What follows belongs to an exercise in optimizing a design on an open flow for small area, a short achievable clock period and few clock cycles per item; a production flow would make more cautious choices. Only simulation tests tie the RTL to the original design; equivalence was not proved.

## build 30
==> flow/design.v (excerpt) <==
module GCD_full
(
input [31:0] x_i,
input [31:0] y_i,
input calculate_new,
input clk,
input rstn,
output [31:0] data_o,
output data_ready_reg
);
localparam W = 33;
reg         busy;     
reg         fin;      
reg         shl;      
reg  [4:0]  k;        
reg  [W-1:0] a, b;
reg  [31:0] res;
reg         use_b;    
reg         inv;      
wire ao  = a[0];
wire bo  = b[0];
wire run = ~fin & ~shl;
wire m_sub  = run & ao & bo;
wire m_both = run & ~ao & ~bo;
wire [W-1:0] bx = (b & {W{use_b}}) ^ {W{inv}};
wire [W:0]   rc = {a, 1'b1} + {bx, inv};
wire [W-1:0] r  = rc[W:1];
wire rz = &(a[W-1:1] ^ bx[W-1:1]);
wire [1:0] t = m_both ? 2'd0 : r[1] ? 2'd0 : r[2] ? 2'd1 : r[3] ? 2'd2 : 2'd3;
wire [W-1:0] r1 = {r[W-1], r[W-1:1]};
wire [W+2:0] rx = {{3{r[W-1]}}, r1} >> t;
wire [W-1:0] rs = rx[W-1:0];
wire kz    = (k == 5'd0);
wire k31   = (k == 5'd31);
wire done  = busy & ~run & kz;
wire step  = busy & run;
wire start = ~busy & calculate_new;
wire fin_n = step & ((m_sub & rz) | (m_both & k31));
wire shl_n = busy & ~kz & (fin | shl);
reg [W-1:0] a_n, b_n;
always @(*) begin
    if (start)                  a_n = {1'b0, x_i};
    else if (busy & ~run & ~kz) a_n = {r[W-2:0], 1'b0};
    else if (step & ~(ao & ~bo)) a_n = rs;
    else                        a_n = a;
    if (start)                  b_n = {1'b0, y_i};
    else if (step & ~bo)        b_n = {b[W-1], b[W-1:1]};
    else if ((m_sub & (r[W-1] ^ a[W-1])) | (busy & fin)) b_n = a;
    else                        b_n = b;
end
assign data_ready_reg = done;
assign data_o = res;
always @(posedge clk or negedge rstn) begin
    if (!rstn) begin
        busy <= 1'b0;
        fin  <= 1'b0;
        shl  <= 1'b0;
    end else begin
        if (start) busy <= 1'b1;
        else if (done) busy <= 1'b0;
        fin <= fin_n;
        shl <= shl_n;
    end
end
always @(posedge clk) begin
  ...
Size in the first run: roughly 890 cells after synthesis, roughly 110 flip-flops, ~7900 um^2 of cells after synthesis.
clock: 3.6 ns
lec_check: 0
cap_margin: 20
core_margin: 2
core_utilization: 40
setup_slack_margin: 0.3
slew_margin: 20
run.sh (not shown) runs the stock make flow with config.mk's settings and CLKGATE_MAP_FILE= SYNTH_SCRIPT=/design/flow/synth_recipe.tcl, a recipe that flattens the netlist after the stock synthesis.
Build 30 finished every step from synthesis to the final layout, and the layout passed the timing, design-rule and antenna checks.
Testbench counts of build 30, summed over its fixed seeds: cycles 24,109, items 960.
Inputs modified between build 30 and build 10:
- CORE_UTILIZATION changed from 40 to 45
- GPL_ROUTABILITY_DRIVEN newly set to 0
- SETUP_SLACK_MARGIN changed from 0.3 to 0.2
==> flow/flow/run.sh (new file) <==
#!/bin/bash
# The standard layout, with the port buffers made from the smallest
# plain buffer instead of the delay buffer buffer_ports picks by default,
# and ORFS's power recovery (downsizing gates off the critical paths) on.
set -euo pipefail
bash standard.sh "BUFFER_PORTS_ARGS=-buffer_cell sky130_fd_sc_hd__buf_1" RECOVER_POWER=100 finish > standard_flow.log 2>&1
==> flow/standard.sh (new file) <==
#!/bin/bash
# synth_recipe.tcl (not shown) runs the flow's synth.tcl, then flattens the netlist and writes it again
# the make line also repeats each setting of config.mk as NAME=value (left out here)
make -C /OpenROAD-flow-scripts/flow DESIGN_CONFIG=/design/flow/config.mk WORK_HOME=/design/flow/orfs CLKGATE_MAP_FILE= SYNTH_SCRIPT=/design/flow/synth_recipe.tcl "${@:-finish}"
removed: flow/run.sh
==> summary.txt <==
Taking build 30 as the reference, in build 10 critical path depth has decreased; number of non-clock buffers has decreased.
In build 10 the implementation ran to completion but is not tape-out ready, as the final checks report capacitance limit, slew limit, setup timing.
Wire length the detailed router placed on met1 (build 10 / build 30): 0.893
Changes observed in build 10 relative to build 30: final-layout setup total negative slack shows a reduction of 0.49 ns; area of the die moved down; via count now smaller; portion of the clock cycle consumed by the worst path in the final layout has increased.
Sort build 10 and build 30 by count of non-filler cells in the finished layout desc -> top: build 30
Looking at tap cell count, build 10 sits 40 below build 30.
The following lists how build 12 was set up differently from build 10:
- GPL_ROUTABILITY_DRIVEN removed (was 0)
- SETUP_SLACK_MARGIN removed (was 0.2)
==> flow/flow/run.sh <==
#!/bin/bash
# The standard layout, with the port buffers made from the smallest
# plain buffer instead of the delay buffer buffer_ports picks by default.
set -euo pipefail
bash standard.sh "BUFFER_PORTS_ARGS=-buffer_cell sky130_fd_sc_hd__buf_1" finish > standard_flow.log 2>&1
Results
Each of build 12 and build 10 falls short of a clean finish. In build 12 the implementation completed, yet the final layout does not meet the checks, the culprit being setup timing. Final cell count for build 12: 21 down relative to build 10. [compare] base=build 10 new=build 12: final-layout non-clock buffer area share shows a reduction of 0.99 points; synthesized area per cell flat; final cell utilization of the core went down; shortest clock period the worst path allows after layout now sits lower. Summary of build 12 over build 10: number of antenna violations at the first check in global routing shows no meaningful change, area added between synthesis and finish shows a reduction of 9.4 points. Via count for build 12 is lower than for build 10.
> inputs changed (build 12 -> build 31)
- CAP_MARGIN: 20 -> 10
- SETUP_SLACK_MARGIN: unset -> 0.15
- SLEW_MARGIN: 20 -> 10
==> flow/flow/run.sh <==
#!/bin/bash
# The standard layout, with the port buffers made from the smallest
# plain buffer instead of the delay buffer buffer_ports picks by default,
# and ORFS's power recovery (downsizing gates off the critical paths) on.
set -euo pipefail
bash standard.sh "BUFFER_PORTS_ARGS=-buffer_cell sky130_fd_sc_hd__buf_1" RECOVER_POWER=100 finish > standard_flow.log 2>&1
Notes after the runs:
Although it ran to completion, build 31 produced a layout that fails the final checks because of capacitance limit, slew limit.
In the flow results for build 31 and build 12, the time the final worst path needs with I/O delays and setup is smaller on build 31.
Compared build 12 against build 31; wire length reported by the detailed router within noise.
Compare build 31 and build 12 | relative max-transition margin lower: build 31

separate check: timing with driven ports:
In the flow no input, the clock included, has a driving cell. The finished layouts below were timed again as built, in two steps. Step 1 sets driving cells, clkbuf_16 on the clock port and buf_2 on the other inputs (assumed; they add their load-dependent delay and slew). Step 2 adds t to the input delays and takes it off the output delays; t is the mean of the earliest and latest rising clock arrival at the registers after step 1. Input paths then give back, and output paths get back, about the clock's delay inside the block. Three values: ideal, step 1, step 2; two values: the first two.
run	shift t [ns]	setup slack, ns	latest minus earliest clock arrival (ns)	worst register clock-pin slew, ns	worst slew at a driven data input, ns
build 30	0.408	0.060 / 0.060 / 0.060	0.009 / 0.009	0.08 / 0.08	0.05
build 10	0.404	-0.040 / -0.040 / -0.040	0.014 / 0.013	0.08 / 0.08	0.05
build 12	0.401	-0.035 / -0.035 / -0.035	0.015 / 0.015	0.08 / 0.08	0.04
build 31	0.405	0.155 / 0.155 / 0.155	0.007 / 0.007	0.08 / 0.08	0.05
